From an optimization exercise on the open Yosys and OpenROAD flow, aimed at small area and a short achievable clock period; shortcuts taken in it are not production practice.
The RTL was checked by simulation tests, not by an equivalence proof against the original design.
Power is estimated from default activity; no workload was simulated.

==> config.mk <==
export PLATFORM = sky130hd
export DESIGN_NAME = CPU
export DESIGN_NICKNAME = CPU
export VERILOG_FILES = /design/flow/design.v
export SDC_FILE = /design/flow/constraint.sdc
export NUM_CORES = 4
export LEC_CHECK = 0
export CAP_MARGIN = 20
export CORE_MARGIN = 2
export CORE_UTILIZATION = 30
export GPL_ROUTABILITY_DRIVEN = 1
export PLACE_DENSITY = 0.42
export SETUP_SLACK_MARGIN = 5
export SLEW_MARGIN = 20
==> constraint.sdc <==
create_clock -name core_clock -period 12.0 [get_ports {clk}]
set_input_delay 2.4000 -clock core_clock [delete_from_list [all_inputs] [get_ports {clk}]]
set_output_delay 2.4000 -clock core_clock [all_outputs]
set_load 0.01 [all_outputs]
==> design.v <==
`timescale 1ns / 1ps
module ALU(
    input [31:0] A,
    input [31:0] B,
    input [3:0] Op,
    output [31:0] C
    );
	wire sub = Op[0] | Op[2];
	wire [31:0] Bx = B ^ {32{sub}};
	wire [32:0] sum = {1'b0,A} + {1'b0,Bx} + {32'b0,sub};
	wire ltu = ~sum[32];
	wire lts = (A[31]^B[31]) ? A[31] : sum[31];
	wire lt = Op[0] ? ltu : lts;
	wire left = ~Op[1] & ~Op[0];
	wire [4:0] shamt = A[4:0];
	reg [31:0] Brev, Rrev;
	integer i;
	always @(*)
		for (i=0;i<32;i=i+1)
			Brev[i] = B[31-i];
	wire [31:0] Sin = left ? Brev : B;
	wire [31:0] Sr = $signed({Op[1]&B[31],Sin}) >>> shamt;
	always @(*)
		for (i=0;i<32;i=i+1)
			Rrev[i] = Sr[31-i];
	wire [31:0] Sh = left ? Rrev : Sr;
	reg [31:0] Lg;
	always @(*)
		case (Op[1:0])
			2'b00: Lg = A^B;
			2'b01: Lg = ~(A|B);
			2'b10: Lg = A&B;
			default: Lg = A|B;
		endcase
	assign C = Op[3] ? (Op[2] ? {31'b0,lt} : Sh) :
			   (Op[2] | Op[1]) ? Lg :
			   sum[31:0];
endmodule
`timescale 1ns / 1ps
module BJPC(
    input [31:0] PCin,
    output [31:0] PCout,
    input Branch,
    input jump,
    input [31:0] BOffset,
    input [31:0] JAddr
    );
	wire [29:0] BTarget = PCin[31:2] + BOffset[29:0] + 30'd1;
	assign PCout=(jump)?JAddr:{BTarget,PCin[1:0]};
endmodule
`timescale 1ns / 1ps
module CMP( 
			Br,
			A,
			B,
			Op);
	input [31:0] A;
	input [31:0] B;
	input [2:0] Op;
	output Br;
	assign Br = (Op==3'b000)?(A[31]):
					(Op==3'b001)?(A[31]|(A==32'b0)):
					(Op==3'b010)?(~A[31]&(A!=32'b0)):
					(Op==3'b011)?(~A[31]):
					(Op==3'b100)?(A==B):
					(Op==3'b101)?(A!=B):1'b0;
endmodule
`timescale 1ns / 1ps
module CP0( 
			IntReq,
			Dout,
			EPC,
			clk,
			rst,
			Addr,
			We,
			Din,
			PC,
			HWInt,
			EXLClr);
	input clk;
	input rst;
	input [4:0] Addr;
	input We;
	input [31:0] Din;
	input [31:0] PC;
	input [15:10] HWInt;
	input EXLClr;
	output IntReq;
	output [31:0] Dout;
	output reg [31:0] EPC;
	reg [15:10] IP;
	reg [15:10] IM;
	reg EXL,IE;
	wire [31:0] SR,Cause,PRId;
	assign IntReq=(|(HWInt&IM))&~EXL&IE;
	always @(posedge clk) begin
		if (rst) begin
			IM<=6'b111111;
			EXL<=1'b0;
			IE<=1'b1;	
		end
		else if (IntReq) begin
			EXL<=1'b1;
		end
		else if (EXLClr) begin
			EXL<=1'b0;
		end
		else if(We&&(Addr==5'd12)) begin
			IM<=Din[15:10];
			EXL<=Din[1];
			IE<=Din[0];
		end 
	end
	assign SR={16'b0,IM,8'b0,EXL,IE};
	always @(posedge clk) begin
		if (rst) begin
			IP<=6'b0;			
		end
		else if (IntReq) begin
			IP<=HWInt;
		end		
	end
	assign Cause={16'b0,IP,10'b0};
	always @(posedge clk) begin
		if (rst) begin
			EPC<=32'b0;			
		end
		else if (IntReq) begin
			EPC<=PC;
		end
		else if(We&&(Addr==5'd14)) begin
			EPC<=Din;
		end
	end
	assign PRId = 32'h14061139;
	assign Dout = (Addr==5'd12)?SR:
				  (Addr==5'd13)?Cause:
				  (Addr==5'd14)?EPC:
				  (Addr==5'd15)?PRId:
				  32'b0;
endmodule
`timescale 1ns / 1ps
module DMIN( 
			WDOut,
			DMWe,
			BE,
			WDIn,
			Addr,
			MemWrite);
	input [31:0] WDIn;
	input [1:0] Addr;
	input [1:0] MemWrite;
	output [31:0] WDOut;
	output DMWe;
	output [3:0] BE;
	wire sw,sh,sb;
	assign sw=(MemWrite==2'b11);
	assign sh=(MemWrite==2'b01);
	assign sb=(MemWrite==2'b10);
	assign BE[3]=sw|(sh&Addr[1])|(sb&Addr[1]&Addr[0]);
	assign BE[2]=sw|(sh&Addr[1])|(sb&Addr[1]&~Addr[0]);
	assign BE[1]=sw|(sh&~Addr[1])|(sb&~Addr[1]&Addr[0]);
	assign BE[0]=sw|(sh&~Addr[1])|(sb&~Addr[1]&~Addr[0]);
	assign DMWe=sw|sh|sb;
	assign WDOut[7:0]=WDIn[7:0];
	assign WDOut[15:8]=MemWrite[0]?WDIn[15:8]:WDIn[7:0];
	assign WDOut[23:16]=sw?WDIn[23:16]:WDIn[7:0];
	assign WDOut[31:24]=sw?WDIn[31:24]:MemWrite[0]?WDIn[15:8]:WDIn[7:0];
endmodule
`timescale 1ns / 1ps
module EXT(
    input [15:0] imm16,
    input [1:0] EXTOp,
    output [31:0] imm32
    );
	assign imm32=(EXTOp==2'b00)?{16'b0,imm16}:
					 (EXTOp==2'b01)?{{16{imm16[15]}},imm16}:
					 ((EXTOp==2'b10)||(EXTOp==2'b11))?{imm16,16'b0}:
					 32'hffff_ffff;
endmodule
`timescale 1ns / 1ps
module HazardUnit( 
			Forward_rs_D,
			Forward_rs_E,
			Forward_rt_D,
			Forward_rt_E,
			Forward_rt_M,
			stall_D,
			stall_E,
			RegWrite_E,
			RegWrite_M,
			RegWrite_W,
			RegWriteSrcE_E,
			RegWriteSrcM_E,
			RegWriteSrcM_M,
			RFA3_E,
			RFA3_M,
			RFA3_W,
			rs_D,
			rs_E,
			rt_D,
			rt_E,
			rt_M,
			rsUseInID_D,
			rsUseInEXE_D,
			rsUseInEXE_E,
			rtUseInID_D,
			rtUseInEXE_D,
			rtUseInEXE_E,
			MnDStart_E,
			MnDBusy_E,
			MnDWe_D,
			MnDMove_D,
			MnDStart_D);
	input RegWrite_E,RegWrite_M,RegWrite_W;
	input [1:0] RegWriteSrcE_E,RegWriteSrcM_M,RegWriteSrcM_E;
	input [4:0] RFA3_E,RFA3_M,RFA3_W;
	input [4:0] rs_D,rs_E;
	input [4:0] rt_D,rt_E,rt_M;
	input rsUseInID_D,rsUseInEXE_D,rsUseInEXE_E;
	input rtUseInID_D,rtUseInEXE_D,rtUseInEXE_E;
	input MnDStart_E,MnDBusy_E;
	input MnDWe_D,MnDMove_D,MnDStart_D;
	output reg [1:0] Forward_rs_D,Forward_rs_E;
	output reg [1:0] Forward_rt_D,Forward_rt_E;
	output reg Forward_rt_M;
	output reg stall_D,stall_E;
	always@(*)
		begin
			if(RegWrite_E&&rs_D==RFA3_E&&RFA3_E!=5'b0&&RegWriteSrcE_E==2'b11)			 
				Forward_rs_D=2'b01;										
			else if(RegWrite_M&&rs_D==RFA3_M&&RFA3_M!=5'b0&&RegWriteSrcM_M==2'b11) 		 
				Forward_rs_D=2'b10;										
			else
				Forward_rs_D=2'b00; 							 
			if(RegWrite_E&&rt_D==RFA3_E&&RFA3_E!=5'b0&&RegWriteSrcE_E==2'b11)
				Forward_rt_D=2'b01;
			else if(RegWrite_M&&rt_D==RFA3_M&&RFA3_M!=5'b0&&RegWriteSrcM_M==2'b11)
				Forward_rt_D=2'b10;
			else
				Forward_rt_D=2'b00;
			if(RegWrite_M&&rs_E==RFA3_M&&RFA3_M!=5'b0&&RegWriteSrcM_M==2'b11) 			 
				Forward_rs_E=2'b01; 											 
			else if(RegWrite_W&&rs_E==RFA3_W&&RFA3_W!=5'b0)										 
				Forward_rs_E=2'b10;											 
			else
				Forward_rs_E=2'b00; 							 
			if(RegWrite_M&&rt_E==RFA3_M&&RFA3_M!=5'b0)
				Forward_rt_E=2'b01;
			else if(RegWrite_W&&rt_E==RFA3_W&&RFA3_W!=5'b0)
				Forward_rt_E=2'b10;
			else
				Forward_rt_E=2'b00;
			if(RegWrite_W&&rt_M==RFA3_W&&RFA3_W!=5'b0) 			 
				Forward_rt_M=1; 								 
			else
				Forward_rt_M=0;
			if(RegWrite_E&&rs_D==RFA3_E&&RFA3_E!=5'b0&&RegWriteSrcE_E!=2'b11&&rsUseInID_D)
				stall_D=1;
			else if(RegWrite_M&&rs_D==RFA3_M&&RFA3_M!=5'b0&&RegWriteSrcM_M!=2'b11&&rsUseInID_D)
				stall_D=1;
			else if(RegWrite_E&&rt_D==RFA3_E&&RFA3_E!=5'b0&&RegWriteSrcE_E!=2'b11&&rtUseInID_D)
				stall_D=1;
			else if(RegWrite_M&&rt_D==RFA3_M&&RFA3_M!=5'b0&&RegWriteSrcM_M!=2'b11&&rtUseInID_D)
				stall_D=1;
			else if((MnDStart_E||MnDBusy_E)&&(MnDWe_D||MnDMove_D||MnDStart_D))		 
				stall_D=1;
			else if(RegWrite_E && RegWriteSrcM_E!=2'b11 &&
			   ((rsUseInEXE_D && RFA3_E==rs_D && rs_D!=5'b0)||
			   	(rtUseInEXE_D && RFA3_E==rt_D && rt_D!=5'b0)))
				stall_D=1;
			else
				stall_D=0;
			if(RegWrite_M&&rs_E==RFA3_M&&RFA3_M!=5'b0&&RegWriteSrcM_M!=2'b11&&rsUseInEXE_E)
				stall_E=1;
			else if(RegWrite_M&&rt_E==RFA3_M&&RFA3_M!=5'b0&&RegWriteSrcM_M!=2'b11&&rtUseInEXE_E)
				stall_E=1;
			else
				stall_E=0;
		end
endmodule
`timescale 1ns / 1ps
module LOADOUT( 
			Dout,
			A,
			Din,
			Op);
	input [1:0] A;
	input [31:0] Din;
	input [2:0] Op;
	output [31:0] Dout;
	wire lh,lb,lhu,lbu;
	wire [7:0] Byte;
	wire [15:0] Half;
	assign Byte=(A==2'b00)?Din[7:0]:
				(A==2'b01)?Din[15:8]:
				(A==2'b10)?Din[23:16]:
				(A==2'b11)?Din[31:24]:
				8'b0;
	assign Half=(A[1])?Din[31:16]:Din[15:0];
	assign lb=(Op==3'b010);
	assign lh=(Op==3'b100);
	assign lbu=(Op==3'b001);
	assign lhu=(Op==3'b011);
	assign Dout = (lbu)?{24'b0,Byte}:
				  (lhu)?{16'b0,Half}:
				  (lb)?{{24{Byte[7]}},Byte}:
				  (lh)?{{16{Half[15]}},Half}:
				  Din;
endmodule
`timescale 1ns / 1ps
module MULandDIV( 
			Busy,
			HI,
			LO,
			clk,
			rst,
			D1,
			D2,
			HiLo,
			Op,
			Start,
			We);
	input clk,rst;
	input [31:0] D1,D2;
	input HiLo;
	input [1:0] Op;
	input Start;
	input We;
	output reg Busy;
	output reg [31:0] HI,LO;
	reg [31:0] M;
	reg [5:0] count;
	reg [1:0] OpReg;
	reg DivZ,NegQ,NegR,Rs;
	reg c0,mlast,dstep,fixC,fixR,fixQ,cend;
	wire sgn = OpReg[0];
	wire isdiv = OpReg[1];
	wire start = Start & ~Busy;
	wire done = Busy & (isdiv ? cend : mlast);
	wire [5:0] count_n = (rst | done) ? 6'd0 :
						 (~We & ~start & Busy) ? count+6'd1 : count;
	always@(posedge clk)
		begin
			count<=count_n;
			c0<=(count_n==6'd0);
			mlast<=(count_n==6'd10);
			dstep<=(count_n>=6'd1)&&(count_n<=6'd32);
			fixC<=(count_n==6'd33);
			fixR<=(count_n==6'd34);
			fixQ<=(count_n==6'd35);
			cend<=(count_n==6'd40);
		end
	wire [35:0] Aext = {{4{sgn&M[31]}},M};
	wire [35:0] Hext = {{4{sgn&HI[31]}},HI};
	wire mneg = mlast&sgn&LO[1];
	wire [35:0] pp0 = LO[0] ? Aext : 36'b0;
	wire [35:0] pp1 = LO[1] ? {Aext[34:0],1'b0} : 36'b0;
	wire [35:0] pp2 = (LO[2]&~mlast) ? {Aext[33:0],2'b0} : 36'b0;
	wire addM = Rs ^ (sgn&M[31]);		 
	wire divadd = dstep | fixC;
	wire [31:0] NegSrc = fixR ? HI : LO;
	wire [35:0] X = ~isdiv ? Hext :
					dstep ? {{3{Rs}},HI,LO[31]} :
					fixC ? {{4{Rs}},HI} : 36'b0;
	wire [35:0] Y = ~isdiv ? pp0 :
					divadd ? (addM ? Aext : ~Aext) :
					{4'hf,~NegSrc};
	wire [35:0] Z = ~isdiv ? (mneg ? ~pp1 : pp1) : 36'b0;
	wire [35:0] W = ~isdiv ? pp2 : 36'b0;
	wire cin = ~isdiv ? mneg : ~(divadd & addM);
	wire [35:0] sum = X + Y + Z + W + {35'b0,cin};
	always@(posedge clk)
		begin
			if(rst)
				begin
					HI<=32'b0;
					LO<=32'b0;
					Busy<=1'b0;
				end
			else if(We)
				begin
					if(HiLo)
						HI<=D1;
					else
						LO<=D1;
				end
			else if(start)
				begin
					Busy<=1'b1;
					OpReg<=Op;
					DivZ<=(D2==32'b0);
					if(Op[1])
						begin
							M<=D2;
							if(D2!=32'b0)
								LO<=D1;
						end
					else
						begin
							M<=D1;
							LO<=D2;
							HI<=32'b0;
						end
				end
			else if(Busy==1'b1)
				begin
					if(done)
						Busy<=1'b0;
					if(!isdiv)
						begin
							if(mlast)
								begin
									HI<=sum[33:2];
									LO<={sum[1:0],LO[31:2]};
								end
							else
								begin
									HI<=sum[34:3];
									LO<={sum[2:0],LO[31:3]};
								end
						end
					else
						begin
							if(c0)
								begin
									NegQ<=sgn&(LO[31]^M[31]);
									NegR<=sgn&LO[31];
									Rs<=1'b0;
								end
							if(!DivZ)
								begin
									if(c0)
										begin
											HI<=32'b0;
											if(sgn&LO[31])
												LO<=sum[31:0];
										end
									else if(dstep)
										begin
											HI<=sum[31:0];
											Rs<=sum[35];
											LO<={LO[30:0],~sum[35]};
										end
									else if(fixC)
										begin
											if(Rs)
												HI<=sum[31:0];
										end
									else if(fixR)
										begin
											if(NegR)
												HI<=sum[31:0];
										end
									else if(fixQ)
										begin
											if(NegQ)
												LO<=sum[31:0];
										end
								end
						end
				end
		end
endmodule
`timescale 1ns / 1ps
module PC(
    input clk,
    input rst,
    input en,
    input [31:0] nextPC,
    output reg [31:0] currentPC
    );
	always@(posedge clk)
		begin
			if(rst)
				currentPC<=32'h0000_3000;
			else if(en)
				currentPC<=nextPC;
		end
endmodule
`timescale 1ns / 1ps
module PR_EXE_MEM(
	input clk,
	input PR_EXE_MEM_Clr,
	input [31:0] ALUResult_E,
	input [31:0] RD2_Forward_E,
	input [4:0] RFA3_E,
	input [4:0] rt_E,
	input [1:0] MemWrite_E,
	input [2:0] LoadOp_E,
	input RegWrite_E,
	input [1:0] RegWriteSrcM_E,
	input [31:0] currentPC_E,
	input [4:0] rd_E,
	input EXLClr_E,
	input CP0_We_E,
	input BorJ_E,
	output reg [31:0] ALUResult_M,
	output reg [31:0] RD2_M,
	output reg [4:0] RFA3_M,
	output reg [4:0] rt_M,
	output reg [1:0] MemWrite_M,
	output reg [2:0] LoadOp_M,
	output reg RegWrite_M,
	output reg [1:0] RegWriteSrcM_M,
	output reg [31:0] currentPC_M,
	output reg [4:0] rd_M,
	output reg EXLClr_M,
	output reg CP0_We_M,
	output reg BorJ_M);
	always@(posedge clk)
		begin
			ALUResult_M<=ALUResult_E;
			currentPC_M<=currentPC_E;
			if(PR_EXE_MEM_Clr)
				begin
					RegWrite_M<=1'b0;
					MemWrite_M<=2'b0;
				end
			else
				begin
					RD2_M<=RD2_Forward_E;
					RFA3_M<=RFA3_E;
					rt_M<=rt_E;
					MemWrite_M<=MemWrite_E;
					LoadOp_M<=LoadOp_E;
					RegWrite_M<=RegWrite_E;
					RegWriteSrcM_M<=RegWriteSrcM_E;
					EXLClr_M<=EXLClr_E;
					CP0_We_M<=CP0_We_E;
					rd_M<=rd_E;
					BorJ_M<=BorJ_E;
				end
		end
endmodule
`timescale 1ns / 1ps
module PR_ID_EXE( 
			ALUSrcA_E,
			ALUSrcB_E,
			ALUOp_E,
			MemWrite_E,
			LoadOp_E,
			RegWrite_E,
			RegWriteSrcD_E,
			RegWriteSrcE_E,
			RegWriteSrcM_E,
			RD1_E,
			RD2_E,
			imm16_E,
			EXTOp_E,
			rs_E,
			rt_E,
			RFA3_E,
			rsUseInEXE_E,
			rtUseInEXE_E,
			MnDOp_E,
			MnDWe_E,
			MnDStart_E,
			MnDHiLo_E,
			currentPC_E,
			EXLClr_E,
			CP0_We_E,
			BorJ_E,
			clk,
			PR_ID_EXE_En,
			PR_ID_EXE_Clr,
			RD1_Forward_D,
			RD2_Forward_D,
			imm16_D,
			EXTOp_D,
			rs_D,
			rt_D,
			RFA3_D,
			ALUSrcA_D,
			ALUSrcB_D,
			ALUOp_D,
			MemWrite_D,
			LoadOp_D,
			RegWrite_D,
			RegWriteSrcD_D,
			RegWriteSrcE_D,
			RegWriteSrcM_D,
			rsUseInEXE_D,
			rtUseInEXE_D,
			MnDOp_D,
			MnDWe_D,
			MnDStart_D,
			MnDHiLo_D,
			currentPC_D,
			EXLClr_D,
			CP0_We_D,
			BorJ_D);
	input clk;
	input PR_ID_EXE_En;
	input PR_ID_EXE_Clr;
	input [31:0] RD1_Forward_D,RD2_Forward_D;
	input [15:0] imm16_D;
	input [1:0] EXTOp_D;
	input [4:0] rs_D,rt_D,RFA3_D;
	input ALUSrcA_D;
	input ALUSrcB_D;
	input [3:0] ALUOp_D;
	input [1:0] MemWrite_D;
	input [2:0] LoadOp_D;
	input RegWrite_D;
	input RegWriteSrcD_D;
	input [1:0] RegWriteSrcE_D;
	input [1:0] RegWriteSrcM_D;
	input rsUseInEXE_D,rtUseInEXE_D;
	input [1:0] MnDOp_D;
	input MnDWe_D;
	input MnDStart_D;
	input MnDHiLo_D;
	input [31:0] currentPC_D;
	input EXLClr_D;
	input CP0_We_D;
	input BorJ_D;
	output reg ALUSrcA_E;
	output reg ALUSrcB_E;
	output reg [3:0] ALUOp_E;
	output reg [1:0] MemWrite_E;
	output reg [2:0] LoadOp_E;
	output reg RegWrite_E;
	output reg RegWriteSrcD_E;
	output reg [1:0] RegWriteSrcE_E;
	output reg [1:0] RegWriteSrcM_E;
	output reg [31:0] RD1_E,RD2_E;
	output reg [15:0] imm16_E;
	output reg [1:0] EXTOp_E;
	output reg [4:0] rs_E,rt_E,RFA3_E;
	output reg rsUseInEXE_E,rtUseInEXE_E;
	output reg [1:0] MnDOp_E;
	output reg MnDWe_E;
	output reg MnDStart_E;
	output reg MnDHiLo_E;
	output reg [31:0] currentPC_E;
	output reg EXLClr_E;
	output reg CP0_We_E;
	output reg BorJ_E;
	always@(posedge clk)
		begin
			if (PR_ID_EXE_Clr)
				begin
					RegWrite_E<=1'b0;
					MemWrite_E<=2'b0;
					MnDStart_E<=1'b0;
					MnDWe_E<=1'b0;
					rs_E<=5'b0;
					rt_E<=5'b0;
					RFA3_E<=5'b0;
					currentPC_E<=currentPC_D;
				end
			else if(PR_ID_EXE_En)
				begin
					RD1_E<=RD1_Forward_D;
					RD2_E<=RD2_Forward_D;
					imm16_E<=imm16_D;
					EXTOp_E<=EXTOp_D;
					rs_E<=rs_D;
					rt_E<=rt_D;
					RFA3_E<=RFA3_D;
					ALUSrcA_E<=ALUSrcA_D;
					ALUSrcB_E<=ALUSrcB_D;
					ALUOp_E<=ALUOp_D;
					MemWrite_E<=MemWrite_D;
					LoadOp_E<=LoadOp_D;
					RegWrite_E<=RegWrite_D;
					RegWriteSrcD_E<=RegWriteSrcD_D;
					RegWriteSrcE_E<=RegWriteSrcE_D;
					RegWriteSrcM_E<=RegWriteSrcM_D;
					rsUseInEXE_E<=rsUseInEXE_D;
					rtUseInEXE_E<=rtUseInEXE_D;
					MnDOp_E<=MnDOp_D;
					MnDWe_E<=MnDWe_D;
					MnDStart_E<=MnDStart_D;
					MnDHiLo_E<=MnDHiLo_D;
					currentPC_E<=currentPC_D;
					EXLClr_E<=EXLClr_D;
					CP0_We_E<=CP0_We_D;
					BorJ_E<=BorJ_D;
				end
		end
endmodule
`timescale 1ns / 1ps
module PR_IF_ID( 
			Instr_D,
			currentPC_D,
			S1_D,
			S2_D,
			clk,
			rst,
			PR_IF_ID_Clr,
			PR_IF_ID_En,
			Instr_F,
			currentPC_F);
	input clk,rst;
	input PR_IF_ID_Clr;
	input PR_IF_ID_En;
	input [31:0]Instr_F;
	input [31:0]currentPC_F;
	output reg [31:0]Instr_D;
	output reg [31:0]currentPC_D;
	output reg [31:0]S1_D,S2_D;
	wire [31:0] S1_F = 32'b1 << Instr_F[25:21];
	wire [31:0] S2_F = 32'b1 << Instr_F[20:16];
	always@(posedge clk)
		begin
			if(PR_IF_ID_Clr||rst)
				begin
					Instr_D<=32'h0000_0000;
					currentPC_D<=32'h0000_3000;
					S1_D<=32'b1;
					S2_D<=32'b1;
				end
			else if(PR_IF_ID_En)
				begin
					Instr_D<=Instr_F;
					currentPC_D<=currentPC_F;
					S1_D<=S1_F;
					S2_D<=S2_F;
				end
		end
endmodule
`timescale 1ns / 1ps
module PR_MEM_WB(
	input clk,
	input PR_MEM_WB_Clr,
	input [4:0] RFA3_M,
	input [31:0] RFWD_M,
	input RegWrite_M,
	input [31:0] currentPC_M,
	input BorJ_M,
	input EXLClr_M,
	output reg [4:0] RFA3_W,
	output reg [31:0] RFWDM_W,
	output reg RegWrite_W,
	output reg [31:0] currentPC_W,
	output reg BorJ_W,
	output reg EXLClr_W);
	always@(posedge clk)
		begin
			RFA3_W<=RFA3_M;
			RFWDM_W<=RFWD_M;
			if(PR_MEM_WB_Clr)
				begin
					RegWrite_W<=0;
				end
			else
				begin
					RegWrite_W<=RegWrite_M;
					currentPC_W<=currentPC_M;
					BorJ_W<=BorJ_M;
					EXLClr_W<=EXLClr_M;
				end
		end
endmodule
`timescale 1ns / 1ps
module RegFile(
    input Clk,
    input Rst,
    input B1,
    input B2,
    input [31:0] S1,
    input [31:0] S2,
    input [4:0] A3,
    input [31:0] WD,
    input We,
    output [31:0] RD1,
    output [31:0] RD2
    );
	wire [31:0] wdata = WD & {32{~Rst}};
	reg [31:0] o1, o2;
	wire [31:0] r [1:31];
	genvar i;
	generate for (i=1;i<32;i=i+1) begin : g
		reg [31:0] q;
		always @(posedge Clk)
			if (Rst | (We && A3==i))
				q <= wdata;
		assign r[i] = q;
	end endgenerate
	integer k;
	always @(*) begin
		o1 = 32'b0; o2 = 32'b0;
		for (k=1;k<32;k=k+1) begin
			o1 = o1 | (r[k] & {32{S1[k]}});
			o2 = o2 | (r[k] & {32{S2[k]}});
		end
	end
	assign RD1 = B1 ? WD : o1;
	assign RD2 = B2 ? WD : o2;
endmodule
`timescale 1ns / 1ps
module Controller( 
			RegWrite,
			jump,
			JumpSrc,
			RegWriteSrcD,
			RegWriteSrcE,
			RegWriteSrcM,
			Branch,
			CMPOp,
			MemWrite,
			LoadOp,
			ALUOp,
			ALUSrcB,
			ALUSrcA,
			RegDst,
			EXTOp,
			rsUseInID,
			rsUseInEXE,
			rtUseInID,
			rtUseInEXE,
			MnDOp,
			MnDWe,
			MnDStart,
			MnDHiLo,
			MnDMove,
			EXLClr,
			CP0_We,
			op,
			funct,
			rs,
			rt);
	input [5:0] op,funct;
	input [4:0] rs,rt;
	output RegWrite,jump,JumpSrc;
	output RegWriteSrcD;
	output [1:0] RegWriteSrcE;
	output [1:0] RegWriteSrcM;
	output Branch;
	output [2:0] CMPOp;
	output [1:0] MemWrite;
	output [2:0] LoadOp;
	output [3:0] ALUOp;
	output ALUSrcB,ALUSrcA;
	output [1:0] RegDst,EXTOp;
	output rsUseInID,rsUseInEXE;
	output rtUseInID,rtUseInEXE;
	output [1:0] MnDOp;
	output MnDWe,MnDStart,MnDHiLo,MnDMove;
	output EXLClr,CP0_We;
	wire R,add,addu,sub,subu,And,Or,Xor,Nor,sll,srl,sra,sllv,srlv,srav,slt,sltu,jr,jalr;
	wire R_Shift,R_Arithmetic;
	wire addi,addiu,andi,ori,xori,lui,slti,sltiu,I_Arithmetic;
	wire lw,lh,lb,lhu,lbu,Load;
	wire sw,sh,sb,Store;
	wire beq,bne,bltz,blez,bgtz,bgez,branch,REGIMM;
	wire j,jal;
	wire mult,multu,div,divu,mfhi,mflo,mthi,mtlo;
	wire COP0,eret,mfc0,mtc0;
	assign R    =(op==6'b000000);
	assign add  =R&(funct==6'b100000);
	assign addu =R&(funct==6'b100001);
	assign sub  =R&(funct==6'b100010);
	assign subu =R&(funct==6'b100011); 
	assign And  =R&(funct==6'b100100);
	assign Or   =R&(funct==6'b100101);
	assign Xor  =R&(funct==6'b100110);
	assign Nor  =R&(funct==6'b100111);
	assign sll  =R&(funct==6'b000000);
	assign srl  =R&(funct==6'b000010);
	assign sra  =R&(funct==6'b000011);
	assign sllv =R&(funct==6'b000100);
	assign srlv =R&(funct==6'b000110);
	assign srav =R&(funct==6'b000111);
	assign slt  =R&(funct==6'b101010);	
	assign sltu =R&(funct==6'b101011);
	assign mult =R&(funct==6'b011000);
	assign multu=R&(funct==6'b011001);
	assign div  =R&(funct==6'b011010);
	assign divu =R&(funct==6'b011011);
	assign mfhi =R&(funct==6'b010000);
	assign mflo =R&(funct==6'b010010);
	assign mthi =R&(funct==6'b010001);
	assign mtlo =R&(funct==6'b010011);
	assign R_Shift=sll|srl|sra|sllv|srlv|srav;
	assign R_Arithmetic=add|addu|sub|subu|And|Or|Xor|Nor|sllv|srlv|srav|slt|sltu;
	assign jr   =R&(funct==6'b001000);
	assign jalr =R&(funct==6'b001001);
	assign addi =(op==6'b001000);
	assign addiu=(op==6'b001001);
	assign andi =(op==6'b001100);
	assign ori  =(op==6'b001101);
	assign xori =(op==6'b001110);
	assign lui  =(op==6'b001111);
	assign slti =(op==6'b001010);
	assign sltiu=(op==6'b001011);
	assign I_Arithmetic=addi|addiu|andi|ori|xori|lui|slti|sltiu;
	assign lw   =(op==6'b100011);
	assign lh   =(op==6'b100001);
	assign lb   =(op==6'b100000);
	assign lhu  =(op==6'b100101);
	assign lbu  =(op==6'b100100);
	assign sw   =(op==6'b101011);
	assign sh   =(op==6'b101001);
	assign sb   =(op==6'b101000);
	assign Load=lw|lh|lb|lhu|lbu;
	assign Store=sw|sh|sb;
	assign REGIMM=(op==6'b000001);
	assign beq  =(op==6'b000100);
	assign bne  =(op==6'b000101);
	assign bltz =REGIMM&(rt==5'b00000);
	assign blez =(op==6'b000110);
	assign bgtz =(op==6'b000111);
	assign bgez =REGIMM&(rt==5'b00001);
	assign branch=beq|bne|bltz|blez|bgtz|bgez;
	assign j    =(op==6'b000010);
	assign jal  =(op==6'b000011);
	assign COP0 =(op==6'b010000);
	assign eret =COP0&(funct==6'b011000);
	assign mfc0 =COP0&(rs==5'b00000);
	assign mtc0 =COP0&(rs==5'b00100);
	assign RegDst[1]=jal;
	assign RegDst[0]=I_Arithmetic|Load|mfc0;
	assign RegWrite=R_Arithmetic|R_Shift|I_Arithmetic|Load|jal|jalr|mfhi|mflo|mfc0;
	assign ALUSrcB=I_Arithmetic|Load|Store;
	assign ALUSrcA=sll|srl|sra;
	assign ALUOp[3]=R_Shift|slt|sltu|slti|sltiu;
	assign ALUOp[2]=Xor|Nor|xori|slt|sltu|slti|sltiu;
	assign ALUOp[1]=And|andi|Or|ori|sra|srav;
	assign ALUOp[0]=sub|subu|Or|ori|Nor|beq|srl|srlv|sltu|sltiu;
	assign EXTOp[1]=lui;
	assign EXTOp[0]=addi|addiu|slti|sltiu|Load|Store|branch;
	assign CMPOp[2]=beq|bne;
	assign CMPOp[1]=bgtz|bgez;
	assign CMPOp[0]=bne|blez|bgez;
	assign RegWriteSrcD=jal|jalr;
	assign RegWriteSrcE[1]=jal|jalr|lui|mfhi;
	assign RegWriteSrcE[0]=jal|jalr|lui|mflo;
	assign RegWriteSrcM[1]=~Load;
	assign RegWriteSrcM[0]=~Load&~mfc0;
	assign MemWrite[1]=sw|sb;
	assign MemWrite[0]=sw|sh;
	assign LoadOp[2]=lh;
	assign LoadOp[1]=lb|lhu;
	assign LoadOp[0]=lhu|lbu;
	assign Branch=branch;
	assign jump=j|jr|jal|jalr;
	assign JumpSrc=jr|jalr;
	assign rsUseInID=branch|jr|jalr;
	assign rtUseInID=beq|bne;
	assign rsUseInEXE=R_Arithmetic|I_Arithmetic|Load|Store|mult|multu|div|divu|mthi|mtlo;
	assign rtUseInEXE=R_Arithmetic|sll|srl|sra|mult|multu|div|divu|mtc0;
	assign MnDOp[1] = div|divu;
	assign MnDOp[0] = mult|div;
	assign MnDWe = mthi|mtlo;
	assign MnDStart = mult|multu|div|divu;
	assign MnDHiLo = mthi;
	assign MnDMove = mfhi|mflo;
	assign EXLClr = eret;
	assign CP0_We = mtc0;
endmodule
`timescale 1ns / 1ps
module CPU(
    input clk,
    input rst,
    input [31:0] PrRD,
    input [15:10] HWInt,
    output [31:0] PrAddr,
    output [31:0] PrWD,
    output PrWe,
    output [12:2] IAddr,
    input [31:0] IRD,
    output [11:2] DAddr,
    output [3:0] DBE,
    output [31:0] DWD,
    output DWe,
    input [31:0] DRD
    );
	wire [31:0]currentPC_F,nextPC_F,NormalnextPC_F,eretPC_F;
	wire [31:0]Instr_F;
	wire NormalPCSrc_F;
	wire [1:0] PCSrc_F;
	wire [31:0]IMaddr_F;
	wire [31:0]Instr_D;
	wire [31:0]S1_D,S2_D;
	wire [5:0] op_D,funct_D;
	wire [4:0] rs_D,rt_D,rd_D;
	wire [4:0] shamt_D;
	wire [15:0]imm16_D;
	wire [25:0]imm26_D;
	wire [31:0]currentPC_D,PCplus8_D;
	wire [31:0]JAddr_D,JImm_D;
	wire [31:0]BorJPC_D;
	wire BorJ_D;
	wire CMPResult_D;
	wire [31:0] RD1_D,RD2_D;
	wire [4:0] RFA3_D;
	wire [31:0] RD1_Forward_D,RD2_Forward_D;
	wire [31:0]imm32_D;
	wire [31:0]currentPC_E;
	wire [31:0] RD1_E,RD2_E,imm32_E;
	wire [31:0] RD1_Forward_E,RD2_Forward_E;
	wire [4:0] rs_E,rt_E,rd_E,RFA3_E;
	wire [31:0] ALUinA_E,ALUinB_E;
	wire [4:0] shamt_E;
	wire [31:0] ALUResult_E;
	wire [31:0] PCplus8_E;
	wire [31:0] RFWD_E;
	wire MnDBusy_E;
	wire [31:0] HI_E,LO_E;
	wire BorJ_E;
	wire [31:0]currentPC_M;
	wire [31:0]ALUResult_M;
	wire [31:0]RD2_M,RD2_Forward_M;
	wire [4:0]RFA3_M;
	wire [4:0]rt_M,rd_M;
	wire [31:0] DMRD_M;
	wire [31:0] RFWD_M,RFWDE_M;
	wire DMWe_M;
	wire [31:0] DMWD_M;
	wire [3:0] BE_M;
	wire [31:0] DMlowAddr_M;
	wire [31:0] HI_M,LO_M;
	wire [31:0] LoadOut_M;
	wire [1:0] ByteAddr_M;
	wire BorJ_M;
	wire [31:0]LoadOut_W;
	wire [31:0]LoadResult_W;
	wire [31:0]DMRD_W;
	wire [1:0] ByteAddr_W;
	wire [4:0]RFA3_W;
	wire [31:0]RFWD_W,RFWDM_W;
	wire [31:0] currentPC_W;
	wire BorJ_W;
	wire [1:0]EXTOp_D;
	wire Branch_D; 
	wire jump_D;
	wire JumpSrc_D;
	wire [1:0]RegDst_D;
	wire ALUSrcA_D;
	wire ALUSrcB_D;
	wire [3:0]ALUOp_D;
	wire [1:0]MemWrite_D;
	wire [2:0]LoadOp_D;
	wire RegWrite_D;
	wire RegWriteSrcD_D;
	wire [1:0]RegWriteSrcE_D;
	wire [1:0]RegWriteSrcM_D;
	wire rsUseInID_D,rsUseInEXE_D;
	wire rtUseInID_D,rtUseInEXE_D;
	wire [2:0] CMPOp_D;
	wire [1:0] MnDOp_D;
	wire MnDWe_D,MnDStart_D,MnDHiLo_D,MnDMove_D;
	wire EXLClr_D;
	wire CP0_We_D;
	wire ALUSrcA_E;
	wire ALUSrcB_E;
	wire [3:0]ALUOp_E;
	wire [1:0]MemWrite_E;
	wire [2:0]LoadOp_E;
	wire RegWrite_E;
	wire RegWriteSrcD_E;
	wire [1:0]RegWriteSrcE_E;
	wire [1:0]RegWriteSrcM_E;
	wire rsUseInEXE_E;
	wire rtUseInEXE_E;
	wire [1:0] MnDOp_E;
	wire MnDWe_E,MnDStart_E,MnDHiLo_E;
	wire EXLClr_E;
	wire CP0_We_E;
	wire [1:0]MemWrite_M;
	wire [2:0]LoadOp_M;
	wire RegWrite_M;
	wire [1:0]RegWriteSrcE_M;
	wire [1:0]RegWriteSrcM_M;
	wire EXLClr_M;
	wire CP0_We_M;
	wire RegWrite_W;
	wire [1:0]RegWriteSrcM_W;
	wire [2:0]LoadOp_W;
	wire EXLClr_W;
	wire [1:0] Forward_rs_D,Forward_rs_E;
	wire [1:0] Forward_rt_D,Forward_rt_E;
	wire Forward_rt_M;
	wire stall_D,stall_E;
	wire PC_En;
	wire PR_IF_ID_En,PR_ID_EXE_En;
	wire PR_IF_ID_Clr,PR_ID_EXE_Clr,PR_EXE_MEM_Clr,PR_MEM_WB_Clr;
	wire IntReq;
	wire [31:0] CP0_Out_M,CP0_Out_W; 
	wire [31:0] CP0_PCin;
	wire [31:0] EPC;
	assign NormalPCSrc_F=(Branch_D&CMPResult_D)|jump_D;
	assign NormalnextPC_F=(NormalPCSrc_F)?BorJPC_D:(currentPC_F+4);
	assign eretPC_F=(CP0_We_E&&(rd_E==5'd14))?RD2_Forward_E:
					(CP0_We_M&&(rd_M==5'd14))?RD2_Forward_M:
					EPC;
	assign PCSrc_F[1]=IntReq|EXLClr_D;
	assign PCSrc_F[0]=EXLClr_D;	
	assign nextPC_F=(PCSrc_F[1]==1'b1)?
						((PCSrc_F[0]==1'b1)?eretPC_F:32'h0000_4180):
						NormalnextPC_F;
	assign IMaddr_F=currentPC_F-32'h0000_3000;
	PC PC(.clk(clk),.rst(rst),.en(PC_En),.nextPC(nextPC_F),.currentPC(currentPC_F));
	assign IAddr=IMaddr_F[12:2];
	assign Instr_F=IRD;
PR_IF_ID IF_ID( 
			.Instr_D(Instr_D[31:0]),
			.currentPC_D(currentPC_D[31:0]),
			.S1_D(S1_D),
			.S2_D(S2_D),
			.clk(clk),
			.rst(rst),
			.PR_IF_ID_Clr(PR_IF_ID_Clr),
			.PR_IF_ID_En(PR_IF_ID_En),
			.Instr_F(Instr_F[31:0]),
			.currentPC_F(currentPC_F[31:0]));
	assign op_D=Instr_D[31:26];
	assign funct_D=Instr_D[5:0];
	assign rs_D=Instr_D[25:21];
	assign rt_D=Instr_D[20:16];
	assign rd_D=Instr_D[15:11];
	assign shamt_D=Instr_D[10:6];
	assign imm16_D=Instr_D[15:0];
	assign imm26_D=Instr_D[25:0];
	RegFile RF(.Clk(clk),.Rst(rst),.B1(Byp_rs_D),.B2(Byp_rt_D),.S1(S1_D),.S2(S2_D),.A3(RFA3_W),
				  .WD(RFWD_W),.We(RegWrite_W),.RD1(RD1_D),.RD2(RD2_D));
	assign RD1_Forward_D=(Fwd_rs_D==2'b01)?RFWD_E:
						 (Fwd_rs_D==2'b10)?RFWD_M:
						 RD1_D;
	assign RD2_Forward_D=(Fwd_rt_D==2'b01)?RFWD_E:
						 (Fwd_rt_D==2'b10)?RFWD_M:
						 RD2_D;
	EXT EXT(.imm16(imm16_D),.EXTOp(EXTOp_D),.imm32(imm32_D));
	assign JImm_D={currentPC_D[31:28],imm26_D,2'b00};
	assign JAddr_D=(JumpSrc_D)?RD1_Forward_D:JImm_D;
	CMP CMP(.A(RD1_Forward_D),.B(RD2_Forward_D),.Op(CMPOp_D),.Br(CMPResult_D));
	BJPC BJPC(.PCin(currentPC_D),.PCout(BorJPC_D),
				 .Branch(Branch_D),.jump(jump_D),.BOffset(imm32_D),.JAddr(JAddr_D));
	assign BorJ_D = Branch_D|jump_D;
	assign RFA3_D=(RegDst_D[1])?5'b11111:
				  (RegDst_D[0])?rt_D:rd_D;
PR_ID_EXE ID_EXE( 
			.ALUSrcA_E(ALUSrcA_E),
			.ALUSrcB_E(ALUSrcB_E),
			.ALUOp_E(ALUOp_E[3:0]),
			.MemWrite_E(MemWrite_E[1:0]),
			.LoadOp_E(LoadOp_E[2:0]),
			.RegWrite_E(RegWrite_E),
			.RegWriteSrcE_E(RegWriteSrcE_E[1:0]),
			.RegWriteSrcD_E(RegWriteSrcD_E),
			.RegWriteSrcM_E(RegWriteSrcM_E[1:0]),
			.RD1_E(RD1_E[31:0]),
			.RD2_E(RD2_E[31:0]),
			.imm16_E(imm16_E),
			.EXTOp_E(EXTOp_E),
			.rs_E(rs_E[4:0]),
			.rt_E(rt_E[4:0]),
			.RFA3_E(RFA3_E[4:0]),
			.rsUseInEXE_E(rsUseInEXE_E),
			.rtUseInEXE_E(rtUseInEXE_E),
			.MnDOp_E(MnDOp_E[1:0]),
			.MnDWe_E(MnDWe_E),
			.MnDStart_E(MnDStart_E),
			.MnDHiLo_E(MnDHiLo_E),
			.currentPC_E(currentPC_E[31:0]),
			.EXLClr_E(EXLClr_E),
			.CP0_We_E(CP0_We_E),
			.BorJ_E(BorJ_E),
			.clk(clk),
			.PR_ID_EXE_En(PR_ID_EXE_En),
			.PR_ID_EXE_Clr(PR_ID_EXE_Clr),
			.RD1_Forward_D(RD1_Forward_D[31:0]),
			.RD2_Forward_D(RD2_Forward_D[31:0]),
			.imm16_D(imm16_D),
			.EXTOp_D(EXTOp_D),
			.rs_D(rs_D[4:0]),
			.rt_D(rt_D[4:0]),
			.RFA3_D(RFA3_D[4:0]),
			.ALUSrcA_D(ALUSrcA_D),
			.ALUSrcB_D(ALUSrcB_D),
			.ALUOp_D(ALUOp_D[3:0]),
			.MemWrite_D(MemWrite_D[1:0]),
			.LoadOp_D(LoadOp_D[2:0]),
			.RegWrite_D(RegWrite_D),
			.RegWriteSrcD_D(RegWriteSrcD_D),
			.RegWriteSrcE_D(RegWriteSrcE_D[1:0]),
			.RegWriteSrcM_D(RegWriteSrcM_D[1:0]),
			.rsUseInEXE_D(rsUseInEXE_D),
			.rtUseInEXE_D(rtUseInEXE_D),
			.MnDOp_D(MnDOp_D[1:0]),
			.MnDWe_D(MnDWe_D),
			.MnDStart_D(MnDStart_D),
			.MnDHiLo_D(MnDHiLo_D),
			.currentPC_D(currentPC_D[31:0]),
			.EXLClr_D(EXLClr_D),
			.CP0_We_D(CP0_We_D),
			.BorJ_D(BorJ_D));
	assign RD1_Forward_E=(Fwd_rs_E==2'b01)?RFWD_M:
						 (Fwd_rs_E==2'b10)?RFWD_W:
						 RD1_E;
	assign RD2_Forward_E=(Fwd_rt_E==2'b01)?RFWD_M:
						 (Fwd_rt_E==2'b10)?RFWD_W:
						 RD2_E;
	wire [15:0] imm16_E;
	wire [1:0] EXTOp_E;
	assign shamt_E=imm16_E[10:6];
	assign rd_E=imm16_E[15:11];
	EXT EXT_E(.imm16(imm16_E),.EXTOp(EXTOp_E),.imm32(imm32_E));
	assign ALUinA_E=(ALUSrcA_E)?({26'b0,shamt_E}):RD1_Forward_E;
	assign ALUinB_E=(ALUSrcB_E)?imm32_E:RD2_Forward_E;
	assign PCplus8_E=currentPC_E+32'd8;
	assign RFWD_E=(RegWriteSrcD_E)?PCplus8_E:imm32_E;
	wire [31:0] Res_E=(RegWriteSrcE_E==2'b00)?ALUResult_E:
				  (RegWriteSrcE_E==2'b01)?LO_E:
				  (RegWriteSrcE_E==2'b10)?HI_E:
				  RFWD_E;
	ALU ALU(.A(ALUinA_E),.B(ALUinB_E),.Op(ALUOp_E),.C(ALUResult_E));
	MULandDIV MULandDIV( 
			.Busy(MnDBusy_E),
			.HI(HI_E),
			.LO(LO_E),
			.clk(clk),
			.rst(rst),
			.D1(RD1_Forward_E),
			.D2(RD2_Forward_E),
			.HiLo(MnDHiLo_E),
			.Op(MnDOp_E),
			.Start(MnDStart_E&(~IntReq)),
			.We(MnDWe_E&(~IntReq)));
PR_EXE_MEM EXE_MEM( 
			.ALUResult_M(ALUResult_M[31:0]),
			.RD2_M(RD2_M[31:0]),
			.RFA3_M(RFA3_M[4:0]),
			.rt_M(rt_M[4:0]),
			.MemWrite_M(MemWrite_M[1:0]),
			.LoadOp_M(LoadOp_M[2:0]),
			.RegWrite_M(RegWrite_M),
			.RegWriteSrcM_M(RegWriteSrcM_M[1:0]),
			.currentPC_M(currentPC_M[31:0]),
			.rd_M(rd_M[4:0]),
			.EXLClr_M(EXLClr_M),
			.CP0_We_M(CP0_We_M),
			.BorJ_M(BorJ_M),
			.clk(clk),
			.PR_EXE_MEM_Clr(PR_EXE_MEM_Clr),
			.ALUResult_E(Res_E),
			.RD2_Forward_E(RD2_Forward_E[31:0]),
			.RFA3_E(RFA3_E[4:0]),
			.rt_E(rt_E[4:0]),
			.MemWrite_E(MemWrite_E[1:0]),
			.LoadOp_E(LoadOp_E[2:0]),
			.RegWrite_E(RegWrite_E),
			.RegWriteSrcM_E(RegWriteSrcM_E[1:0]),
			.currentPC_E(currentPC_E[31:0]),
			.rd_E(rd_E[4:0]),
			.EXLClr_E(EXLClr_E),
			.CP0_We_E(CP0_We_E),
			.BorJ_E(BorJ_E));
	reg Forward_rt_M_r;
	always@(posedge clk)
		Forward_rt_M_r<=~PR_MEM_WB_Clr&RegWrite_M&(RFA3_M!=5'b0)&
						((PR_EXE_MEM_Clr?rt_M:rt_E)==RFA3_M);
	assign RD2_Forward_M=(Forward_rt_M_r)?RFWD_W:RD2_M;
	assign RFWD_M=ALUResult_M;
	wire [31:0] Res_M=(RegWriteSrcM_M[1])?
					((RegWriteSrcM_M[0])?RFWD_M:CP0_Out_M):
					LoadResult_M;
	assign DMlowAddr_M=ALUResult_M;
	assign ByteAddr_M=DMlowAddr_M[1:0];
	assign PrWD = RD2_Forward_M;
	assign PrAddr = DMlowAddr_M;
	assign PrWe = (MemWrite_M[1]&MemWrite_M[0])&(~IntReq);
	DMIN DMIN(.WDOut(DMWD_M),
			  .DMWe(DMWe_M),
			  .BE(BE_M),
			  .WDIn(RD2_Forward_M),
			  .Addr(DMlowAddr_M[1:0]),
			  .MemWrite(MemWrite_M));
	assign DAddr=DMlowAddr_M[11:2];
	assign DBE=BE_M;
	assign DWD=DMWD_M;
	assign DWe=DMWe_M&(~IntReq)&(DMlowAddr_M[31:8]!=24'h0000_7f);
	assign DMRD_M=DRD;
	assign LoadOut_M = (DMlowAddr_M[31:8]==24'h0000_7f)?PrRD:DMRD_M;
	wire [31:0] LoadResult_M;
	LOADOUT LOADOUT( 
			.Dout(LoadResult_M),
			.A(ByteAddr_M),
			.Din(LoadOut_M),
			.Op(LoadOp_M));
PR_MEM_WB MEM_WB( 
			.RFA3_W(RFA3_W[4:0]),
			.RFWDM_W(RFWDM_W[31:0]),
			.RegWrite_W(RegWrite_W),
			.currentPC_W(currentPC_W[31:0]),
			.BorJ_W(BorJ_W),
			.EXLClr_W(EXLClr_W),
			.clk(clk),
			.PR_MEM_WB_Clr(PR_MEM_WB_Clr),
			.RFA3_M(RFA3_M[4:0]),
			.RFWD_M(Res_M),
			.RegWrite_M(RegWrite_M),
			.currentPC_M(currentPC_M[31:0]),
			.BorJ_M(BorJ_M),
			.EXLClr_M(EXLClr_M));
	assign RFWD_W=RFWDM_W;
Controller Controller( 
			.RegWrite(RegWrite_D),
			.jump(jump_D),
			.JumpSrc(JumpSrc_D),
			.RegWriteSrcD(RegWriteSrcD_D),
			.RegWriteSrcE(RegWriteSrcE_D),
			.RegWriteSrcM(RegWriteSrcM_D),
			.Branch(Branch_D),
			.CMPOp(CMPOp_D),
			.MemWrite(MemWrite_D),
			.LoadOp(LoadOp_D),
			.ALUOp(ALUOp_D),
			.ALUSrcB(ALUSrcB_D),
			.ALUSrcA(ALUSrcA_D),
			.RegDst(RegDst_D),
			.EXTOp(EXTOp_D),
			.rsUseInID(rsUseInID_D),
			.rsUseInEXE(rsUseInEXE_D),
			.rtUseInID(rtUseInID_D),
			.rtUseInEXE(rtUseInEXE_D),
			.MnDOp(MnDOp_D),
			.MnDWe(MnDWe_D),
			.MnDStart(MnDStart_D),
			.MnDHiLo(MnDHiLo_D),
			.MnDMove(MnDMove_D),
			.EXLClr(EXLClr_D),
			.CP0_We(CP0_We_D),
			.op(op_D),
			.funct(funct_D),
			.rs(rs_D),
			.rt(rt_D));
HazardUnit HazardUnit( 
			.Forward_rs_D(Forward_rs_D[1:0]),
			.Forward_rs_E(Forward_rs_E[1:0]),
			.Forward_rt_D(Forward_rt_D[1:0]),
			.Forward_rt_E(Forward_rt_E[1:0]),
			.Forward_rt_M(Forward_rt_M),
			.stall_D(stall_D),
			.stall_E(stall_E),
			.RegWrite_E(RegWrite_E),
			.RegWrite_M(RegWrite_M),
			.RegWrite_W(RegWrite_W),
			.RegWriteSrcE_E(RegWriteSrcE_E[1:0]),
			.RegWriteSrcM_M(RegWriteSrcM_M[1:0]),
			.RegWriteSrcM_E(RegWriteSrcM_E[1:0]),
			.RFA3_E(RFA3_E[4:0]),
			.RFA3_M(RFA3_M[4:0]),
			.RFA3_W(RFA3_W[4:0]),
			.rs_D(rs_D[4:0]),
			.rs_E(rs_E[4:0]),
			.rt_D(rt_D[4:0]),
			.rt_E(rt_E[4:0]),
			.rt_M(rt_M[4:0]),
			.rsUseInID_D(rsUseInID_D),
			.rsUseInEXE_D(rsUseInEXE_D),
			.rsUseInEXE_E(rsUseInEXE_E),
			.rtUseInID_D(rtUseInID_D),
			.rtUseInEXE_D(rtUseInEXE_D),
			.rtUseInEXE_E(rtUseInEXE_E),
			.MnDStart_E(MnDStart_E),
			.MnDBusy_E(MnDBusy_E),
			.MnDWe_D(MnDWe_D),
			.MnDMove_D(MnDMove_D),
			.MnDStart_D(MnDStart_D));
	assign PC_En=(~(stall_D|stall_E))|IntReq;
	assign PR_IF_ID_En=~(stall_D|stall_E);
	wire [4:0] rs_D_n=PR_IF_ID_Clr?5'b0:PR_IF_ID_En?Instr_F[25:21]:rs_D;
	wire [4:0] rt_D_n=PR_IF_ID_Clr?5'b0:PR_IF_ID_En?Instr_F[20:16]:rt_D;
	wire RegWrite_E_n=PR_ID_EXE_Clr?1'b0:PR_ID_EXE_En?RegWrite_D:RegWrite_E;
	wire [4:0] RFA3_E_n=PR_ID_EXE_Clr?5'b0:PR_ID_EXE_En?RFA3_D:RFA3_E;
	wire [1:0] RWSE_E_n=(~PR_ID_EXE_Clr&PR_ID_EXE_En)?RegWriteSrcE_D:RegWriteSrcE_E;
	wire [4:0] rs_E_n=PR_ID_EXE_Clr?5'b0:PR_ID_EXE_En?rs_D:rs_E;
	wire [4:0] rt_E_n=PR_ID_EXE_Clr?5'b0:PR_ID_EXE_En?rt_D:rt_E;
	wire RegWrite_M_n=PR_EXE_MEM_Clr?1'b0:RegWrite_E;
	wire [4:0] RFA3_M_n=PR_EXE_MEM_Clr?RFA3_M:RFA3_E;
	wire [1:0] RWSM_M_n=PR_EXE_MEM_Clr?RegWriteSrcM_M:RegWriteSrcM_E;
	wire RegWrite_W_n=PR_MEM_WB_Clr?1'b0:RegWrite_M;
	wire [4:0] RFA3_W_n=RFA3_M;
	wire E_ok_n=RegWrite_E_n&&RFA3_E_n!=5'b0&&RWSE_E_n==2'b11;
	wire M_ok_n=RegWrite_M_n&&RFA3_M_n!=5'b0;
	wire W_ok_n=RegWrite_W_n&&RFA3_W_n!=5'b0;
	reg [1:0] Fwd_rs_D,Fwd_rt_D,Fwd_rs_E,Fwd_rt_E;
	reg Byp_rs_D,Byp_rt_D;
	always@(posedge clk)
		begin
			Fwd_rs_D<=(E_ok_n&&rs_D_n==RFA3_E_n)?2'b01:
					  (M_ok_n&&RWSM_M_n==2'b11&&rs_D_n==RFA3_M_n)?2'b10:2'b00;
			Fwd_rt_D<=(E_ok_n&&rt_D_n==RFA3_E_n)?2'b01:
					  (M_ok_n&&RWSM_M_n==2'b11&&rt_D_n==RFA3_M_n)?2'b10:2'b00;
			Fwd_rs_E<=(M_ok_n&&RWSM_M_n==2'b11&&rs_E_n==RFA3_M_n)?2'b01:
					  (W_ok_n&&rs_E_n==RFA3_W_n)?2'b10:2'b00;
			Fwd_rt_E<=(M_ok_n&&rt_E_n==RFA3_M_n)?2'b01:
					  (W_ok_n&&rt_E_n==RFA3_W_n)?2'b10:2'b00;
			Byp_rs_D<=W_ok_n&&rs_D_n==RFA3_W_n;
			Byp_rt_D<=W_ok_n&&rt_D_n==RFA3_W_n;
		end
	assign PR_ID_EXE_En=~stall_E;
	assign PR_IF_ID_Clr=rst|IntReq|EXLClr_D;
	assign PR_ID_EXE_Clr=stall_D&~stall_E|IntReq;
	assign PR_EXE_MEM_Clr=stall_E|IntReq;
	assign PR_MEM_WB_Clr=(IntReq&~EXLClr_E);
	assign CP0_PCin = (BorJ_W)?currentPC_W:
					  (EXLClr_E)?currentPC_F:
					  (EXLClr_M)?currentPC_D:
					  (EXLClr_W)?currentPC_E:
					  currentPC_M;
	CP0 CP0( 
			.IntReq(IntReq),
			.Dout(CP0_Out_M),
			.EPC(EPC[31:0]),
			.clk(clk),
			.rst(rst),
			.Addr(rd_M),
			.We(CP0_We_M&(~IntReq)),
			.Din(RD2_Forward_M),
			.PC(CP0_PCin),
			.HWInt(HWInt),
			.EXLClr(EXLClr_D));
endmodule
==> run.sh <==
#!/bin/bash
# synth_recipe.tcl (not shown) runs the flow's synth.tcl, then flattens the netlist and writes it again
# the make line also repeats each setting of config.mk as NAME=value (left out here)
make -C /OpenROAD-flow-scripts/flow DESIGN_CONFIG=/design/flow/config.mk WORK_HOME=/design/flow/orfs CLKGATE_MAP_FILE= SYNTH_SCRIPT=/design/flow/synth_recipe.tcl finish
==> results.cfg <==
[setup_path]
crit_slowest_cell = nor4_1
cp_num_buf_inv = 2
startpoint_type = register
crit_type = reg -> reg
crit_fanout = 22
cp_top_family = simple AND/OR/NAND/NOR gates
cp-end-kind = register
slowest_delay_ps = 870
arrival_ps = 7750
crit_chain = buf_4, a22oi_1, nand2_1, nor4_1, a211oi_1, o22ai_1, nor2_1, or3_1, or4_1, or4_1, o2111ai_1, and3b_1, o21ai_2, nor2_4, buf_4, mux2_2, a211oi_1
required_ps = 12790

[sta]
setup_tns_ps = 0
setup_viol = 0
finalHoldViolations = 0
rsz0062_at_grt = yes
finalWorstPathRequiredPeriod_ps = 6960
max_freq_mhz = 144
finClkSkew_ps = 97.8
worstMarginPinSlew_ps = 1240
final.period_utilization_pct = 58.0
max_slew_margin_pct = 17.1
drv_slew = 0

[pwr]
internal_power_mw = 11.9
switching_share_pct = 33.2
p_per_area_nw_per_um2 = 163
pwr-share-seq_pct = 41.9
p_comb_share_pct = 20.7
power_switching_mw = 5.94
cellLeakagePower_nw = 39.6
ir_drop_mv = 0.103
clockPowerShare_pct = 37.4

[yosys]
syn_avg_cell_area_sq_um = 10.3
synth_top_area_share_pct = 39.6
synthesis.nets = 9495
ys_async_sr_fraction_pct = 0
ys_seq_area_share_pct = 48.7
synth_flop_cell = edfxtp_1
synth.largest_area_cell = edfxtp_1
synth_warnings = 11
syn-instance-count = 9157
ys_types = 91
synth_area_sq_um = 94200
synth_area_leaders = edfxtp_1 (40%), dfxtp_1 (9.1%), mux2i_1 (4.9%)
synth-edff-count = 1243
synth_seq_cells = 1673

[global_route]
grt_pass1_vias = 83000
track_usage_pct = 34.8
grt_max_degree = 173
grt_overflow = 0
antenna_found_initial = 54
grt_pass1_wl_um = 759000

[route]
postRouteAntennaNets = 0
wl_per_cell_um = 42.3
drtIter0Drc = 15000
wl_um = 576000
drc = 0
num_vias = 89100
via_per_inst = 6.54
firstDrtPassIters = 10

[floorplanning]
ios = 227
die_h_um = 564
die_w_um = 564
fp-row-count = 205
start_util_pct = 30.2
dieArea_sq_um = 319000
core-area_sq_um = 312000

[layout]
area_delta_synth_final_pct = 16.8
layout_commonest_cell = edfxtp_1
nNetsFinal = 9618
mostFrequentLayoutCells = edfxtp_1 (1243), nor2_1 (729), a21oi_1 (678)
fill_cells = 31000
final_cells = 13600
drive_gt1_share_pct = 12.8

[hold_path]
hold_class = reg -> reg

[clock_tree]
cts_buffers = 200
cts_tree = done
clk_pin_slew_ps = 60
cts.path.max_buffers = 4
root_buffer = clkbuf_16
cts_max_level = 4
clk-insertion-delay-late_ps = 940
numClockSinks = 1673

[run_status]
outcome = no timing/DRC/antenna violations

[place]
gp_routability_congestion = 0.981
place_inst = 13200
place_hpwl_um = 385000
port_buffers = 226

[job]
maxCapViolations = 0
-- flip-flops by register name (all words and copies together), names as in the netlist, 6 cells and up --
signal / flops
ID_EXE.RD1_E: 32
EXE_MEM.ALUResult_M: 32
EXE_MEM.currentPC_M: 32
PC.currentPC: 32
RF.g.q: 992
MULandDIV.HI: 32
IF_ID.currentPC_D: 32
ID_EXE.imm16_E: 16
EXE_MEM.RD2_M: 32
CP0.IP: 6
CP0.IM: 6
IF_ID.S1_D: 31
MULandDIV.M: 32
MEM_WB.currentPC_W: 32
IF_ID.S2_D: 31
MULandDIV.count: 6
MULandDIV.LO: 32
IF_ID.Instr_D: 32
CP0.EPC: 32
ID_EXE.currentPC_E: 32
MEM_WB.RFWDM_W: 32
ID_EXE.RD2_E: 32
-- area by class of cell --
| cell class | count | area (sq um) | share of cell area [%] |
|---|---|---|---|
| Timing Repair inverter | 1 | 5.00 | 0.00455 |
| Tap cell | 4140 | 5180 | 4.71 |
| Inverter | 196 | 743 | 0.675 |
| Timing Repair Buffer | 670 | 5680 | 5.16 |
| Multi-Input combinational cell | 6538 | 45400 | 41.2 |
| Sequential cell | 1673 | 46000 | 41.8 |
| Clock buffer | 247 | 5360 | 4.87 |
| Clock inverter | 123 | 1600 | 1.46 |
| Antenna cell | 34 | 85.1 | 0.0773 |
-- cells in the mapped netlist, types with 55 or more instances --
library cell  count
o21ai_0         419
a31oi_1          55
nor3_1          170
xor2_1          147
dfxtp_1         430
fa_1             70
mux2i_1         461
o22ai_1         100
nor2_1          750
o211ai_1         60
ha_1            164
edfxtp_1       1243
a21oi_1         681
a221oi_1        325
inv_1           188
nand4_1         171
clkbuf_1        555
xnor2_1         165
mux2_2          155
a21o_1           66
and3_1           71
nand3_1         186
a211oi_1        115
buf_1           159
a22o_1          327
nor2b_1          86
a22oi_1         488
nand2_1         657
-- cells by family (layout without fill, tap and decap cells) --
family | count (synthesis) | after routing | synth area share, %
multiplexers | 628 | 628 | 7.04
buffers and inverters | 946 | 1237 | 3.90
AO/OA/AOI/OAI | 2965 | 2965 | 21.8
other | 0 | 34 | 0
flip-flops | 1673 | 1673 | 48.7
adder cells (fa/ha/maj) | 234 | 234 | 3.66
AND/OR/NAND/NOR | 2399 | 2399 | 11.9
XOR/XNOR | 312 | 312 | 2.90
-- metal layers --
| metal | vias to the layer above | global-route usage (%) | part of all wire (%) |
|---|---|---|---|
| met3 | 1973 | 8.58 | 11 |
| met5 | - | 0 | 0.018 |
| li1 | 35600 | - | - |
| met4 | 16 | 23.8 | 8.4 |
| met2 | 6989 | 52.7 | 43 |
| met1 | 44500 | 43.8 | 38 |
-- power groups by stage --
stage	registers (mW)	logic (mW)	clock network [mW]
2_1_floorplan	7.29	1.79	0
3_3_place_gp	7.59	3.54	0
3_5_place_dp	7.58	3.54	0
4_1_cts	7.46	3.55	6.72
5_1_grt	7.52	3.80	6.92
6_report	7.49	3.71	6.69
-- per-stage QoR --
| step | hold slack [ps] | instance area, sq um | setup WS, ps | util [%] | power [mW] |
|---|---|---|---|---|---|
| after global placement | 393 | 103000 | 3880 | 32.9 | 11.1 |
| after floorplan | 346 | 94200 | 5380 | - | 9.08 |
| after global routing | 433 | 110000 | 4910 | 35.2 | 18.2 |
| after detailed placement | 408 | 103000 | 4330 | 32.9 | 11.1 |
| after CTS | 421 | 110000 | 4790 | 35.1 | 17.7 |
| final | 416 | 110000 | 5040 | 35.3 | 17.9 |
-- worst register-to-register path, cell delays in order, from the launching register on --
cell,delay (ps)
dfxtp_2,580
buf_4,550
a22oi_1,300
nand2_1,100
nor4_1,870
a211oi_1,180
o22ai_1,710
nor2_1,100
or3_1,330
or4_1,400
or4_1,630
o2111ai_1,160
and3b_1,600
o21ai_2,200
nor2_4,310
buf_4,270
mux2_2,350
a211oi_1,210
-- worst paths after layout --
check                         from                endpoint  slack [ps]  cells past startpoint
max                 IF_ID.S1_D[31]        PC.currentPC[12]        5040                     17
min          ID_EXE.currentPC_E[1]  EXE_MEM.currentPC_M[1]         420                      0
max reg2reg         IF_ID.S1_D[31]        PC.currentPC[12]        5040                     17
min reg2reg  ID_EXE.currentPC_E[1]  EXE_MEM.currentPC_M[1]         420                      0
-- timing repair --
item	in CTS	in global routing
pin swaps	0	4
hold buffers	0	0
gates cloned	0	3
setup buffers	0	10
setup endpoints to repair	25	35
gates resized for setup	9	33

separate check: timing with driven ports:
The results above use ideal ports. As a check the final layout listed here was re-extracted and re-timed, cells and wires unchanged. Step 1: set_driving_cell puts a clkbuf_16 on clk and a buf_2 on each other input, an assumption about the parent block. Step 2 also shifts input and output timing later by t, the mid clock arrival at the registers, as if the neighbouring blocks saw the same clock. Three values: no drivers, after step 1, after step 2; two values: the first two.
t, ns: 0.994
slack for setup (ns): 5.040 / 5.040 / 4.864
worst setup path after step 2: input to register
After both steps setup and hold are still met in this run. For this run, drivers alone change the setup slack by 0.000 ns; drivers and shift together by -0.176 ns.
